Source: an optimization exercise on an open RTL-to-GDS flow (aim: small area). Production flows keep margins and buffers that such runs may drop. Only simulation tests tie the RTL to the original design; equivalence was not proved. Power is estimated from default activity; no workload was simulated.

==> flow/design.v (outline; a module is shown in full before it is edited, if it fits) <==
// module main: 177 lines
// module step: 145 lines
// module rooms: 51 lines
// module render: 91 lines
// module rooms_core: 478 lines
// module grundle_core: 561 lines
// module sword_core: 222 lines
module main(clk, vs_vga, hs_vga, RED, GREEN, BLUE, SWITCH, BUTTON);
  // ...
==> flow/run.sh <==
#!/bin/bash
# synth_recipe.tcl (not shown) runs the flow's synth.tcl, then flattens the netlist and writes it again
# the make line also repeats each setting of config.mk as NAME=value (left out here)
make -C /OpenROAD-flow-scripts/flow DESIGN_CONFIG=/design/flow/config.mk WORK_HOME=/design/flow/orfs CLKGATE_MAP_FILE= SYNTH_SCRIPT=/design/flow/synth_recipe.tcl finish
==> flow/config.mk <==
export PLATFORM = sky130hd
export DESIGN_NAME = main
export DESIGN_NICKNAME = main
export VERILOG_FILES = /design/flow/design.v
export SDC_FILE = /design/flow/constraint.sdc
export NUM_CORES = 4
export LEC_CHECK = 0
export CAP_MARGIN = 20
export CORE_MARGIN = 2
export CORE_UTILIZATION = 40
export SLEW_MARGIN = 20
==> flow/constraint.sdc <==
create_clock -name core_clock -period 20.0 [get_ports {clk}]
set_input_delay 4.0000 -clock core_clock [delete_from_list [all_inputs] [get_ports {clk}]]
set_output_delay 4.0000 -clock core_clock [all_outputs]
set_load 0.01 [all_outputs]
==> out/results.tsv, run 1 <==
stage	metric	value	unit
cells_and_area	final_cell_mix	nand2_1, inv_1, dfxtp_1, nor2_1, a21oi_1	
setup_path	end_kind	flip-flop	
detailed_routing	drt_iter0_drc	922	
floorplanning	pin_count	19	
placement	gp_congestion	0.959	
cts	cts_tree	yes	
pwr	power	673	uW
status	status	timing/DRC/antenna clean	
setup_path	r2r_slack	11.79	ns
timing	timing.hold.ws	0.326	ns
placement	dp.cells	1748	
floorplanning	die_height	174	um
floorplanning	die_x	174	um
setup_path	path_common_cell	fa_1	
setup_path	critPathRequiredTime	20.33	ns
pwr	pg_clk	341	uW
setup_path	endpoint	grundleX[9]	
cells_and_area	clk_share	4.94	%
yosys	async_flop_share	0	%
global_routing	met2_usage	37.6	%
detailed_routing	top_layer_used	met4	
worst_hold_path	hold_path_end	mapData[6]	
yosys	mappedNetlistArea	11600	um^2
pwr	pg_comb	57.3	uW
floorplanning	rows	62	
pwr	p_seq	274	uW
detailed_routing	met1Wirelength	15.8	mm
pwr	p_sw_share	27.9	%
global_routing	grt_busiest_layer	met2	
cts	cts_resized	0	
detailed_routing	vias	10600	
floorplanning	initial_core_util	40.6	%
cts	cts_buffers	17	
yosys	synth_xor_area_share	2.11	%
timing	finalCritPeriodShare	41.0	%
yosys	post-synth-top-count-cell	nand2_1	
cells_and_area	seq_cell_count	129	
setup_path	worstReg2RegStart	playerPosX[0]	
cells_and_area	multi_input_area	8240	um^2
detailed_routing	drc	0	
setup_path	crit_path_start	playerPosX[0]	
==> module main, before the edit <==
module main(clk, vs_vga, hs_vga, RED, GREEN, BLUE, SWITCH, BUTTON);
	input [3:0] SWITCH;
	input [3:0] BUTTON;
	input clk;
	output [2:0] RED;
	output [2:0] GREEN;
	output [1:0] BLUE;
	output vs_vga;
	output hs_vga;
	wire reset = SWITCH[3];
	reg [9:0] xc;
	reg [9:0] yc;
	reg hs, vs, rst_d;
	wire xc_wrap = (xc == 10'd799);
	wire xc_687 = (xc == 10'd687);
	wire [9:0] xc_inc = inc10(xc);
	wire [9:0] yc_inc = (yc == 10'd524) ? 10'd0 : inc10(yc);
	wire [9:0] yc_next = xc_687 ? yc_inc : yc;
	always @(posedge clk) begin
		rst_d <= reset;
		if (reset) begin
			xc <= 10'd687;
			yc <= 10'd512;
		end else begin
			xc <= xc_wrap ? 10'd0 : xc_inc;
			yc <= yc_next;
		end
		hs <= ~reset && GE(xc, 687) && LE(xc, 782);
		vs <= ~reset && (yc_next == 10'd513 || yc_next == 10'd514);
	end
	assign hs_vga = hs;
	assign vs_vga = vs;
	wire x_in = GE(xc, 1) && LE(xc, 640);
	wire y_lt480 = LT(yc, 480);
	wire y_in = y_lt480 || (xc == 10'd688 && yc == 10'd480);
	wire [9:0] CurrentX = x_in ? xc : 10'd0;
	wire [8:0] CurrentY = y_in ? yc[8:0] : 9'd0;
	wire blank_next = ~rst_d && (GE(xc, 640) || ~y_lt480);
	reg [9:0] counter;
	wire tick = (counter == 10'd511);
	always @(posedge clk)
		if (reset) counter <= 10'd0;
		else counter <= inc10(counter);
	reg [9:0] playerPosX;
	reg [8:0] playerPosY;
	reg [2:0] pcClass;       
	reg [3:0] mapX;
	reg [3:0] mapY;
	reg [1:0] dragState;
	reg [9:0] grundleX;
	reg [8:0] grundleY;
	reg itemGet;
	reg [9:0] swordX;
	reg [8:0] swordY;
	reg collision;
	function [7:0] pc_decode; input [2:0] c; input [9:0] sx; input [8:0] sy;
		case (c)
			3'd0: pc_decode = 8'b11111100;
			3'd1: pc_decode = 8'b10000111;
			3'd2: pc_decode = 8'b00000000;
			3'd3: pc_decode = 8'b00100111;
			3'd4: pc_decode = 8'b01111000;
			3'd5: pc_decode = 8'b00011100;
			3'd6: pc_decode = 8'b11111111;
			default: pc_decode = {sy[7:4], sx[3:0]};
		endcase
	endfunction
	wire [7:0] playerColor = pc_decode(pcClass, swordX, swordY);
	wire [9:0] pX_n;
	wire [8:0] pY_n;
	wire [3:0] mX_n;
	wire [3:0] mY_n;
	wire [2:0] pc_n;
	wire [9:0] gX_n;
	wire [8:0] gY_n;
	wire [1:0] dS_n;
	wire iG_n;
	wire [9:0] sX_n;
	wire [8:0] sY_n;
	step step_i(.BUTTON(BUTTON), .collision(collision),
		.playerPosX(playerPosX), .playerPosY(playerPosY), .mapX(mapX), .mapY(mapY),
		.dragState(dragState), .grundleX(grundleX), .grundleY(grundleY), .itemGet(itemGet),
		.swordX(swordX), .swordY(swordY),
		.pX_n(pX_n), .pY_n(pY_n), .mX_n(mX_n), .mY_n(mY_n), .pc_n(pc_n),
		.gX_n(gX_n), .gY_n(gY_n), .dS_n(dS_n), .iG_n(iG_n), .sX_n(sX_n), .sY_n(sY_n));
	wire [3:0] mapX_d = reset ? 4'd3 : (tick ? mX_n : mapX);
	wire [3:0] mapY_d = reset ? 4'd5 : (tick ? mY_n : mapY);
	always @(posedge clk) begin
		mapX <= mapX_d;
		mapY <= mapY_d;
		if (reset) begin
			playerPosX <= 10'd320;
			playerPosY <= 9'd380;
			pcClass <= 3'd0;
			dragState <= 2'd0;
			grundleX <= 10'd160;
			grundleY <= 9'd240;
			itemGet <= 1'b0;
			swordX <= 10'd560;
			swordY <= 9'd240;
		end else if (tick) begin
			playerPosX <= pX_n;
			playerPosY <= pY_n;
			pcClass <= pc_n;
			dragState <= dS_n;
			grundleX <= gX_n;
			grundleY <= gY_n;
			itemGet <= iG_n;
			swordX <= sX_n;
			swordY <= sY_n;
		end
	end
	wire [7:0] roomColor;
	rooms rooms_i(.mapX(mapX_d), .mapY(mapY_d), .CurrentX(CurrentX), .CurrentY(CurrentY),
		.playerColor(playerColor), .color(roomColor));
	reg [7:0] mapStage;
	reg [7:0] mapData;
	always @(posedge clk) begin
		mapStage <= roomColor;
		mapData <= mapStage;
	end
	wire [7:0] color_n;
	wire collision_n;
	render render_i(.CurrentX(CurrentX), .CurrentY(CurrentY), .mapX(mapX), .mapY(mapY),
		.dragState(dragState), .grundleX(grundleX), .grundleY(grundleY), .itemGet(itemGet),
		.swordX(swordX), .swordY(swordY), .playerPosX(playerPosX), .playerPosY(playerPosY),
		.playerColor(playerColor), .mapData(mapData), .collision_in(collision),
		.color(color_n), .collision(collision_n));
	reg [7:0] color;
	always @(posedge clk) begin
		color <= blank_next ? 8'd0 : color_n;
		collision <= ~reset & collision_n;
	end
	assign RED = color[7:5];
	assign GREEN = color[4:2];
	assign BLUE = color[1:0];
	function [11:0] add12; input [11:0] a; input [11:0] b; input cin;
		integer i; reg c;
		begin
			c = cin;
			for (i = 0; i < 12; i = i + 1) begin
				add12[i] = a[i] ^ b[i] ^ c;
				c = (a[i] & b[i]) | (c & (a[i] ^ b[i]));
			end
		end
	endfunction
	function [9:0] add10; input [9:0] a; input [9:0] b;
		reg [11:0] t; begin t = add12({2'b0, a}, {2'b0, b}, 1'b0); add10 = t[9:0]; end
	endfunction
	function [8:0] add9; input [8:0] a; input [8:0] b;
		reg [11:0] t; begin t = add12({3'b0, a}, {3'b0, b}, 1'b0); add9 = t[8:0]; end
	endfunction
	function [3:0] add4; input [3:0] a; input [3:0] b;
		reg [11:0] t; begin t = add12({8'b0, a}, {8'b0, b}, 1'b0); add4 = t[3:0]; end
	endfunction
	function [9:0] inc10; input [9:0] a;
		reg [11:0] t; begin t = add12({2'b0, a}, 12'd0, 1'b1); inc10 = t[9:0]; end
	endfunction
	function [10:0] sub11; input [10:0] a; input [10:0] b;
		reg [11:0] t; begin t = add12({1'b0, a}, ~{1'b0, b}, 1'b1); sub11 = t[10:0]; end
	endfunction
	function [9:0] sub10; input [9:0] a; input [9:0] b;
		reg [11:0] t; begin t = add12({2'b0, a}, ~{2'b0, b}, 1'b1); sub10 = t[9:0]; end
	endfunction
	function LT; input [11:0] a; input [11:0] b;
		integer i; reg c;
		begin
			c = 1'b1;
			for (i = 0; i < 12; i = i + 1)
				c = (a[i] & ~b[i]) | (c & ~(a[i] ^ b[i]));
			LT = ~c;
		end
	endfunction
	function GE; input [11:0] a; input [11:0] b; GE = ~LT(a, b); endfunction
	function GT; input [11:0] a; input [11:0] b; GT = LT(b, a); endfunction
	function LE; input [11:0] a; input [11:0] b; LE = ~LT(b, a); endfunction
endmodule
==> module step, before the edit <==
module step(BUTTON, collision, playerPosX, playerPosY, mapX, mapY, dragState,
		grundleX, grundleY, itemGet, swordX, swordY,
		pX_n, pY_n, mX_n, mY_n, pc_n, gX_n, gY_n, dS_n, iG_n, sX_n, sY_n);
	input [3:0] BUTTON;
	input collision;
	input [9:0] playerPosX;
	input [8:0] playerPosY;
	input [3:0] mapX, mapY;
	input [1:0] dragState;
	input [9:0] grundleX;
	input [8:0] grundleY;
	input itemGet;
	input [9:0] swordX;
	input [8:0] swordY;
	output reg [9:0] pX_n;
	output reg [8:0] pY_n;
	output reg [3:0] mX_n, mY_n;
	output reg [2:0] pc_n;
	output [9:0] gX_n;
	output [8:0] gY_n;
	output [1:0] dS_n;
	output iG_n;
	output [9:0] sX_n;
	output [8:0] sY_n;
	wire startRoom = (mapX == 4'd3) && (mapY == 4'd5);
	wire xr = ~LT(playerPosX, 624);       
	wire xl = LE(playerPosX, 16);         
	wire yd = ~LT(playerPosY, 470);
	wire yu = LE(playerPosY, 10);
	wire mvL = BUTTON[3] & ~xl;
	wire mvR = BUTTON[0] & ~xr;
	wire mvU = BUTTON[2] & ~yu;
	wire mvD = BUTTON[1] & ~yd;
	wire canMove = (dragState != 2'd1);
	wire xmove = canMove & (mvL | mvR);
	wire xneg = mvL ^ collision;          
	wire ymove = canMove & (mvU | mvD);
	wire yneg = mvU ^ collision;
	wire [9:0] xdelta = xmove ? (xneg ? (collision ? 10'h3F9 : 10'h3FF) : (collision ? 10'd7 : 10'd1)) : 10'd0;
	wire [8:0] ydelta = ymove ? (yneg ? (collision ? 9'h1F9 : 9'h1FF) : (collision ? 9'd7 : 9'd1)) : 9'd0;
	wire [9:0] pX_mv = add10(playerPosX, xdelta);
	wire [8:0] pY_mv = add9(playerPosY, ydelta);
	wire trR = xr & (mapX != 4'd8);
	wire trD = yd & (mapY != 4'd8);
	wire trU = yu & (mapY != 4'd0);
	wire trL = xl & (mapX != 4'd0);
	always @(*) begin
		pX_n = pX_mv;
		pY_n = pY_mv;
		mX_n = mapX;
		mY_n = mapY;
		if (trR) begin
			if (mapX == 4'd1 && mapY == 4'd6) begin
				mX_n = 4'd1; mY_n = 4'd4;
			end else if (mapX == 4'd2 && mapY == 4'd5) begin
				mX_n = 4'd1; mY_n = 4'd5;
			end else if (mapX == 4'd2 && mapY == 4'd4) begin
				mX_n = 4'd1; mY_n = 4'd6;
			end else
				mX_n = add4(mapX, 4'd1);
			pX_n = 10'd20;
		end else if (trD) begin
			pY_n = 9'd14;
			mY_n = add4(mapY, 4'd1);
		end else if (trU) begin
			pY_n = 9'd466;
			mY_n = add4(mapY, 4'hF);
		end else if (trL) begin
			if (mapX == 4'd1 && mapY == 4'd6) begin
				mX_n = 4'd2; mY_n = 4'd4;
			end else if (mapX == 4'd1 && mapY == 4'd5) begin
				mX_n = 4'd2; mY_n = 4'd5;
			end else if (mapX == 4'd1 && mapY == 4'd4) begin
				mX_n = 4'd1; mY_n = 4'd6;
			end else
				mX_n = add4(mapX, 4'hF);
			pX_n = 10'd619;
		end
		if (mapX == 4'd3 && LE(mapY, 5))
			pc_n = (itemGet && dragState == 2'd2) ? 3'd7 : 3'd0;
		else if (mapX == 4'd1)
			pc_n = (mapY == 4'd2) ? 3'd1 : (mapY == 4'd3) ? 3'd2 : 3'd3;
		else if (mapX == 4'd2 && LT(mapY, 6))
			pc_n = 3'd3;
		else if (mapX == 4'd2 && mapY == 4'd6)
			pc_n = 3'd4;
		else if (mapX == 4'd3 && mapY == 4'd6)
			pc_n = 3'd5;
		else
			pc_n = 3'd6;
	end
	wire chase = startRoom && (dragState == 2'd0);
	wire [10:0] dgx = sub11({1'b0, playerPosX}, {1'b0, grundleX});
	wire [9:0] dgy = sub10({1'b0, playerPosY}, {1'b0, grundleY});
	wire gx_eq = (dgx == 11'd0);
	wire gy_eq = (dgy == 10'd0);
	assign gX_n = (chase & ~gx_eq) ? add10(grundleX, dgx[10] ? 10'h3FF : 10'd1) : grundleX;
	assign gY_n = (chase & ~gy_eq) ? add9(grundleY, dgy[9] ? 9'h1FF : 9'd1) : grundleY;
	assign dS_n = (chase & gx_eq & gy_eq) ? (itemGet ? 2'd2 : 2'd1) : dragState;
	wire pick = startRoom && GE(playerPosX, 533) && LE(playerPosX, 535) &&
	            GE(playerPosY, 237) && LE(playerPosY, 247);
	assign iG_n = itemGet | pick;
	assign sX_n = itemGet ? add10(playerPosX, 10'd32) : swordX;
	assign sY_n = itemGet ? playerPosY : swordY;
	function [11:0] add12; input [11:0] a; input [11:0] b; input cin;
		integer i; reg c;
		begin
			c = cin;
			for (i = 0; i < 12; i = i + 1) begin
				add12[i] = a[i] ^ b[i] ^ c;
				c = (a[i] & b[i]) | (c & (a[i] ^ b[i]));
			end
		end
	endfunction
	function [9:0] add10; input [9:0] a; input [9:0] b;
		reg [11:0] t; begin t = add12({2'b0, a}, {2'b0, b}, 1'b0); add10 = t[9:0]; end
	endfunction
	function [8:0] add9; input [8:0] a; input [8:0] b;
		reg [11:0] t; begin t = add12({3'b0, a}, {3'b0, b}, 1'b0); add9 = t[8:0]; end
	endfunction
	function [3:0] add4; input [3:0] a; input [3:0] b;
		reg [11:0] t; begin t = add12({8'b0, a}, {8'b0, b}, 1'b0); add4 = t[3:0]; end
	endfunction
	function [9:0] inc10; input [9:0] a;
		reg [11:0] t; begin t = add12({2'b0, a}, 12'd0, 1'b1); inc10 = t[9:0]; end
	endfunction
	function [10:0] sub11; input [10:0] a; input [10:0] b;
		reg [11:0] t; begin t = add12({1'b0, a}, ~{1'b0, b}, 1'b1); sub11 = t[10:0]; end
	endfunction
	function [9:0] sub10; input [9:0] a; input [9:0] b;
		reg [11:0] t; begin t = add12({2'b0, a}, ~{2'b0, b}, 1'b1); sub10 = t[9:0]; end
	endfunction
	function LT; input [11:0] a; input [11:0] b;
		integer i; reg c;
		begin
			c = 1'b1;
			for (i = 0; i < 12; i = i + 1)
				c = (a[i] & ~b[i]) | (c & ~(a[i] ^ b[i]));
			LT = ~c;
		end
	endfunction
	function GE; input [11:0] a; input [11:0] b; GE = ~LT(a, b); endfunction
	function GT; input [11:0] a; input [11:0] b; GT = LT(b, a); endfunction
	function LE; input [11:0] a; input [11:0] b; LE = ~LT(b, a); endfunction
endmodule
==> run 2: changes to the inputs <==
--- a/flow/design.v
+++ b/flow/design.v
@@ -40,6 +40,7 @@
 	reg [9:0] counter;
-	wire tick = (counter == 10'd511);
+	wire tick = (counter == 10'd132);
+	wire cnt_fb = counter[9] ^ counter[6] ^ (counter[8:0] == 9'd0);
 	always @(posedge clk)
 		if (reset) counter <= 10'd0;
-		else counter <= inc10(counter);
+		else counter <= {counter[8:0], cnt_fb};
 	reg [9:0] playerPosX;
@@ -80,4 +81,4 @@
 	wire [8:0] sY_n;
-	step step_i(.BUTTON(BUTTON), .collision(collision),
-		.playerPosX(playerPosX), .playerPosY(playerPosY), .mapX(mapX), .mapY(mapY),
+	step step_i(.tick(tick), .BUTTON(BUTTON), .collision(collision),
+		.playerPosX(playerPosX), .playerPosY(playerPosY), .mapX(mapX), .mapY(mapY), .pcClass(pcClass),
 		.dragState(dragState), .grundleX(grundleX), .grundleY(grundleY), .itemGet(itemGet),
@@ -86,4 +87,4 @@
 		.gX_n(gX_n), .gY_n(gY_n), .dS_n(dS_n), .iG_n(iG_n), .sX_n(sX_n), .sY_n(sY_n));
-	wire [3:0] mapX_d = reset ? 4'd3 : (tick ? mX_n : mapX);
-	wire [3:0] mapY_d = reset ? 4'd5 : (tick ? mY_n : mapY);
+	wire [3:0] mapX_d = reset ? 4'd3 : mX_n;
+	wire [3:0] mapY_d = reset ? 4'd5 : mY_n;
 	always @(posedge clk) begin
@@ -101,3 +102,3 @@
 			swordY <= 9'd240;
-		end else if (tick) begin
+		end else begin
 			playerPosX <= pX_n;
@@ -178,5 +179,6 @@
 endmodule
-module step(BUTTON, collision, playerPosX, playerPosY, mapX, mapY, dragState,
+module step(tick, BUTTON, collision, playerPosX, playerPosY, mapX, mapY, pcClass, dragState,
 		grundleX, grundleY, itemGet, swordX, swordY,
 		pX_n, pY_n, mX_n, mY_n, pc_n, gX_n, gY_n, dS_n, iG_n, sX_n, sY_n);
+	input tick;
 	input [3:0] BUTTON;
@@ -186,2 +188,3 @@
 	input [3:0] mapX, mapY;
+	input [2:0] pcClass;
 	input [1:0] dragState;
@@ -192,6 +195,6 @@
 	input [8:0] swordY;
-	output reg [9:0] pX_n;
-	output reg [8:0] pY_n;
+	output [9:0] pX_n;
+	output [8:0] pY_n;
 	output reg [3:0] mX_n, mY_n;
-	output reg [2:0] pc_n;
+	output [2:0] pc_n;
 	output [9:0] gX_n;
@@ -211,3 +214,3 @@
 	wire mvD = BUTTON[1] & ~yd;
-	wire canMove = (dragState != 2'd1);
+	wire canMove = tick & (dragState != 2'd1);
 	wire xmove = canMove & (mvL | mvR);
@@ -216,13 +219,13 @@
 	wire yneg = mvU ^ collision;
-	wire [9:0] xdelta = xmove ? (xneg ? (collision ? 10'h3F9 : 10'h3FF) : (collision ? 10'd7 : 10'd1)) : 10'd0;
-	wire [8:0] ydelta = ymove ? (yneg ? (collision ? 9'h1F9 : 9'h1FF) : (collision ? 9'd7 : 9'd1)) : 9'd0;
+	wire [9:0] xdelta = {{7{xmove & xneg}}, xmove & (xneg ^ collision), xmove & (xneg ^ collision), xmove};
+	wire [8:0] ydelta = {{6{ymove & yneg}}, ymove & (yneg ^ collision), ymove & (yneg ^ collision), ymove};
 	wire [9:0] pX_mv = add10(playerPosX, xdelta);
 	wire [8:0] pY_mv = add9(playerPosY, ydelta);
-	wire trR = xr & (mapX != 4'd8);
-	wire trD = yd & (mapY != 4'd8);
-	wire trU = yu & (mapY != 4'd0);
-	wire trL = xl & (mapX != 4'd0);
+	wire trR = tick & xr & (mapX != 4'd8);
+	wire trD = tick & ~trR & yd & (mapY != 4'd8);
+	wire trU = tick & ~trR & ~trD & yu & (mapY != 4'd0);
+	wire trL = tick & ~trR & ~trD & ~trU & xl & (mapX != 4'd0);
+	assign pX_n = trR ? 10'd20 : trL ? 10'd619 : pX_mv;
+	assign pY_n = trD ? 9'd14 : trU ? 9'd466 : pY_mv;
 	always @(*) begin
-		pX_n = pX_mv;
-		pY_n = pY_mv;
 		mX_n = mapX;
@@ -238,8 +241,5 @@
 				mX_n = add4(mapX, 4'd1);
-			pX_n = 10'd20;
 		end else if (trD) begin
-			pY_n = 9'd14;
 			mY_n = add4(mapY, 4'd1);
 		end else if (trU) begin
-			pY_n = 9'd466;
 			mY_n = add4(mapY, 4'hF);
@@ -254,18 +254,21 @@
 				mX_n = add4(mapX, 4'hF);
-			pX_n = 10'd619;
 		end
+	end
+	reg [2:0] pc_s;
+	always @(*) begin
 		if (mapX == 4'd3 && LE(mapY, 5))
-			pc_n = (itemGet && dragState == 2'd2) ? 3'd7 : 3'd0;
+			pc_s = (itemGet && dragState == 2'd2) ? 3'd7 : 3'd0;
 		else if (mapX == 4'd1)
-			pc_n = (mapY == 4'd2) ? 3'd1 : (mapY == 4'd3) ? 3'd2 : 3'd3;
+			pc_s = (mapY == 4'd2) ? 3'd1 : (mapY == 4'd3) ? 3'd2 : 3'd3;
 		else if (mapX == 4'd2 && LT(mapY, 6))
-			pc_n = 3'd3;
+			pc_s = 3'd3;
 		else if (mapX == 4'd2 && mapY == 4'd6)
-			pc_n = 3'd4;
+			pc_s = 3'd4;
 		else if (mapX == 4'd3 && mapY == 4'd6)
-			pc_n = 3'd5;
+			pc_s = 3'd5;
 		else
-			pc_n = 3'd6;
+			pc_s = 3'd6;
 	end
-	wire chase = startRoom && (dragState == 2'd0);
+	assign pc_n = tick ? pc_s : pcClass;
+	wire chase = tick && startRoom && (dragState == 2'd0);
 	wire [10:0] dgx = sub11({1'b0, playerPosX}, {1'b0, grundleX});
@@ -274,4 +277,10 @@
 	wire gy_eq = (dgy == 10'd0);
-	assign gX_n = (chase & ~gx_eq) ? add10(grundleX, dgx[10] ? 10'h3FF : 10'd1) : grundleX;
-	assign gY_n = (chase & ~gy_eq) ? add9(grundleY, dgy[9] ? 9'h1FF : 9'd1) : grundleY;
+	wire gx_dec = chase & ~gx_eq & dgx[10];
+	wire gx_inc = chase & ~gx_eq & ~dgx[10];
+	wire gy_dec = chase & ~gy_eq & dgy[9];
+	wire gy_inc = chase & ~gy_eq & ~dgy[9];
+	wire [11:0] gX_s = add12({2'b0, grundleX}, {12{gx_dec}}, gx_inc);
+	wire [11:0] gY_s = add12({3'b0, grundleY}, {12{gy_dec}}, gy_inc);
+	assign gX_n = gX_s[9:0];
+	assign gY_n = gY_s[8:0];
 	assign dS_n = (chase & gx_eq & gy_eq) ? (itemGet ? 2'd2 : 2'd1) : dragState;
@@ -279,5 +288,6 @@
 	            GE(playerPosY, 237) && LE(playerPosY, 247);
-	assign iG_n = itemGet | pick;
-	assign sX_n = itemGet ? add10(playerPosX, 10'd32) : swordX;
-	assign sY_n = itemGet ? playerPosY : swordY;
+	assign iG_n = itemGet | (tick & pick);
+	wire carry = tick & itemGet;
+	assign sX_n = carry ? add10(playerPosX, 10'd32) : swordX;
+	assign sY_n = carry ? playerPosY : swordY;
 	function [11:0] add12; input [11:0] a; input [11:0] b; input cin;
==> run 2 against run 1 <==
Compared with the run above: clock-buffer cell count unchanged; setup slack got worse by 1.2 ns; synthesized cell count decreased by 5.6%; synthesized area decreased by 2.8%; highest routed layer unchanged.
==> out/results.tsv, run 2 <==
stage	metric	value	unit	change
cts	clock_sinks	129		unchanged
yosys	syn_nets	1504		was 1589
worst_hold_path	min_path_type	reg2reg		unchanged
yosys	yosysUniqueCellTypes	94		was 96
cts	ctsLongestPathBuffers	2		unchanged
pwr	p_sw_share	28.7	%	was 27.9%
yosys	synth-edff-count	0		unchanged
worst_hold_path	hp-start	mapStage[5]		was mapStage[6]
global_routing	grt_pass1_wl	52.2	mm	was 56.6 mm
floorplanning	core-area	27800	um^2	was 28600 um^2
cts	cts_buffers	17		unchanged
global_routing	antenna_found_initial	0		unchanged
setup_path	end_kind	flip-flop		unchanged
timing	maxSlewHeadroom	32.4	%	was 21.9%
detailed_routing	vias	9968		was 10.6k
setup_path	worstRegToRegCells	28		was 26
cts	cts_max_level	4		unchanged
detailed_routing	ant_nets	0		unchanged
detailed_routing	wl	32.3	mm	was 35.0 mm
setup_path	cp.arrival	9.66	ns	was 8.53 ns
setup_path	crit_path_start	playerPosX[0]		unchanged
cts	insertion_delay	0.43	ns	was 0.44 ns
floorplanning	rows	61		was 62
setup_path	path_common_cell	fa_1		unchanged
timing	skew	0.0129	ns	was 0.0133 ns
timing	fmax	0.107	GHz	was 0.122 GHz
timing	worstMarginPinSlew	1.01	ns	was 1.17 ns
timing	rsz0062_at_grt	false		unchanged
floorplanning	die_height	172	um	was 174 um
floorplanning	pin_count	19		unchanged
setup_path	worst-path-max-fanout	10		was 9
pwr	net-switching-power	181	uW	was 188 uW
global_routing	grt_pass1_vias	9667		was 10.1k
cells_and_area	final_cell_mix	nand2_1, dfxtp_1, inv_1, fa_1, a21oi_1		was nand2_1, inv_1, dfxtp_1, nor2_1, a21oi_1
worst_hold_path	hold_depth	0		unchanged
pwr	comb_power_share	7.2	%	was 8.5%
floorplanning	die_area	29600	um^2	was 30400 um^2
setup_path	critPathRequiredTime	20.28	ns	was 20.33 ns
cells_and_area	diodes	0		unchanged
setup_path	r2r_slack	10.62	ns	was 11.79 ns
yosys	ys.warnings.count	3		unchanged
cells_and_area	drive_gt1_share	7.20	%	was 5.66%
setup_path	crit_type	reg2reg		unchanged
timing	period_needed	9.38	ns	was 8.21 ns
cells_and_area	area_growth	9.19	%	was 8.74%
pwr	powerDensity	51.0	nW/um^2	was 53.2 nW/um^2
yosys	synth_area_leaders	dfxtp_1, fa_1, ha_1		unchanged
global_routing	grt_use_total	22.7	%	was 23.4%
worst_hold_path	hold_path_end	mapData[5]		was mapData[6]
yosys	syn_inst	1341		was 1420
detailed_routing	drc	0		unchanged
pwr	clockPowerShare	49.6	%	was 50.8%
setup_path	cp_slowest_cell	nor3_1		was dfxtp_1
timing	finalCritPeriodShare	46.9	%	was 41.0%
detailed_routing	viasPerCell	5.82		was 5.94
detailed_routing	drt_iter0_drc	854		was 922
yosys	synth_ff_type	dfxtp_1		unchanged
cts	holdBufCountCts	0		unchanged
timing	setup_tns	0	ns	unchanged
yosys	avgSynthCellArea	8.43	um^2	was 8.18 um^2
yosys	yosysTopAreaCell	dfxtp_1		unchanged
setup_path	setup.worst_path.start_class	flip-flop		unchanged
detailed_routing	dr.pass1.iters	5		was 7
placement	gp_congestion	0.963		was 0.959
cts	postCtsSetupRepairBufs	0		unchanged
global_routing	grt_max_degree	57		was 49
timing	timing.hold.ws	0.328	ns	was 0.326 ns
cells_and_area	nNetsFinal	1484		was 1552
timing	finalHoldViolCount	0		unchanged
run	max_cap_viol_count	0		unchanged
pwr	seq_power_share	43.1	%	was 40.7%
floorplanning	initial_core_util	40.7	%	was 40.6%
timing	slew_violations	0		unchanged
cts	cts_root_buffer	clkbuf_16		unchanged
timing	setup_viol	0		unchanged
yosys	yosysTopAreaCellShare	22.9	%	was 22.2%
pwr	cellLeakagePower	0.00498	uW	was 0.00513 uW
placement	dp.cells	1680		was 1748
yosys	async_flop_share	0	%	unchanged
yosys	ys_seq_elements	129		unchanged
cts	clk_pin_slew_worst_paths	0.07	ns	about the same
status	status	timing/DRC/antenna clean		unchanged
global_routing	overflow	0		unchanged
setup_path	r2r_end	grundleX[9]		unchanged
setup_path	slowest_delay	0.52	ns	was 0.68 ns
placement	numPortBuffers	15		unchanged
yosys	mappedNetlistArea	11300	um^2	was 11600 um^2
setup_path	worstReg2RegStart	playerPosX[0]		unchanged
pwr	p_int	448	uW	was 485 uW
yosys	synth_commonest_cells	dfxtp_1, nand2_1, inv_1		was nand2_1, inv_1, dfxtp_1
cts	cts_tree	yes		unchanged
pwr	ir_worst_vdd	0.0522	mV	was 0.0483 mV
cells_and_area	stdcell_count	1712		was 1780
detailed_routing	wl_per_cell	18.9	um	was 19.6 um
placement	place_hpwl	25.0	mm	was 26.0 mm
cts	cts_resized	0		unchanged
yosys	seq_area_frac_synth	22.9	%	was 22.2%
floorplanning	die_x	172	um	was 174 um
-- run 2: power groups by stage --
stage | Combinational [uW] | Clock, uW | Sequential (uW)
global placement | 45.0 | 0 | 278
CTS | 45.5 | 319 | 271
detailed placement | 45.3 | 0 | 277
finish | 45.5 | 312 | 271
floorplan | 34.3 | 0 | 273
global route | 52.2 | 329 | 273
-- run 2: kinds of logic (layout without fill, tap and decap cells) --
| family | after synthesis | after routing | share of synthesized area (%) |
|---|---|---|---|
| AO/OA/AOI/OAI | 354 | 354 | 21.6 |
| XOR/XNOR | 29 | 29 | 2.25 |
| adder cells (fa/ha/maj) | 154 | 154 | 23.5 |
| buffers and inverters | 183 | 176 | 6.13 |
| flip-flops | 129 | 129 | 22.9 |
| multiplexers | 14 | 14 | 1.31 |
| AND/OR/NAND/NOR | 478 | 478 | 22.4 |
-- run 2: how the worst max path moves through the flow --
stage	depth (start not counted)	end	slack, ns
after floorplan	27	grundleX[9]	11.46
after global placement	28	grundleX[9]	10.81
after detailed placement	28	grundleX[9]	10.75
after CTS	28	grundleX[9]	10.61
after global routing	28	grundleX[9]	10.23
final	28	grundleX[9]	10.62
-- run 2: per-layer routing --
metal  vias up  global-route usage (%)  routed length, um
met5         -                       0                  0
met3        54                    4.21               1970
met2       330                    37.1              15100
met4         0                    7.16                847
li1       4733                       -                  -
met1      4851                    30.6              14400
-- run 2: stage by stage --
stage               total power (uW)  utilization [%]  worst slack [ns]  cell area, um^2
floorplan                        307                -             11.46            11300
global placement                 323             42.3             10.81            11700
detailed placement               323             42.3             10.75            11700
CTS                              636             44.4             10.61            12300
global route                     654             44.4             10.23            12300
finish                           629             44.4             10.62            12300
-- run 2: area by class of cell --
| type | count | area, um^2 |
|---|---|---|
| fill | 2808 | 15400 |
| multi-input combinational | 1029 | 8030 |
| sequential | 129 | 2580 |
| tap | 378 | 473 |
| inverter | 121 | 454 |
| clock buffer | 17 | 425 |
| timing repair buffer | 23 | 208 |
| clock inverter | 15 | 161 |
-- run 2: worst max-delay path, delay by kind of cell (launching register included) --
family	cells	cell delay, ns
fa+ha+maj	18	7.00
simple gates	4	0.86
flops	1	0.48
buf+inv	3	0.45
xor+xnor	2	0.35
compound gates	1	0.07

[afterwards: timing with drivers on the ports]
How much do the figures lean on ideal ports? The routed layouts below were timed once more, with nothing changed but the port constraints.
Step 1 (the two cells are an assumption about what drives the block):
set clk [get_ports {clk}]
set_driving_cell -lib_cell sky130_fd_sc_hd__clkbuf_16 $clk
set_driving_cell -lib_cell sky130_fd_sc_hd__buf_2 [delete_from_list [all_inputs] $clk]
Step 2 moves the port delays by t, midway between the first and last clock arrival at a register: inputs arrive t later, outputs are due t later. That takes back most of the time a late clock gives input paths.
Three values: no drivers, after step 1, after step 2; two values: the first two.
run | t, ns | setup WS [ns] | worst setup path after step 2
run 1 | 0.485 | 11.793 / 11.793 / 11.784 | input to register
run 2 | 0.471 | 10.617 / 10.617 / 10.617 | register to register
After both steps setup and hold are still met in every run listed. For run 1, which loses most, drivers alone change the setup slack by 0.000 ns; drivers and shift together by -0.009 ns.
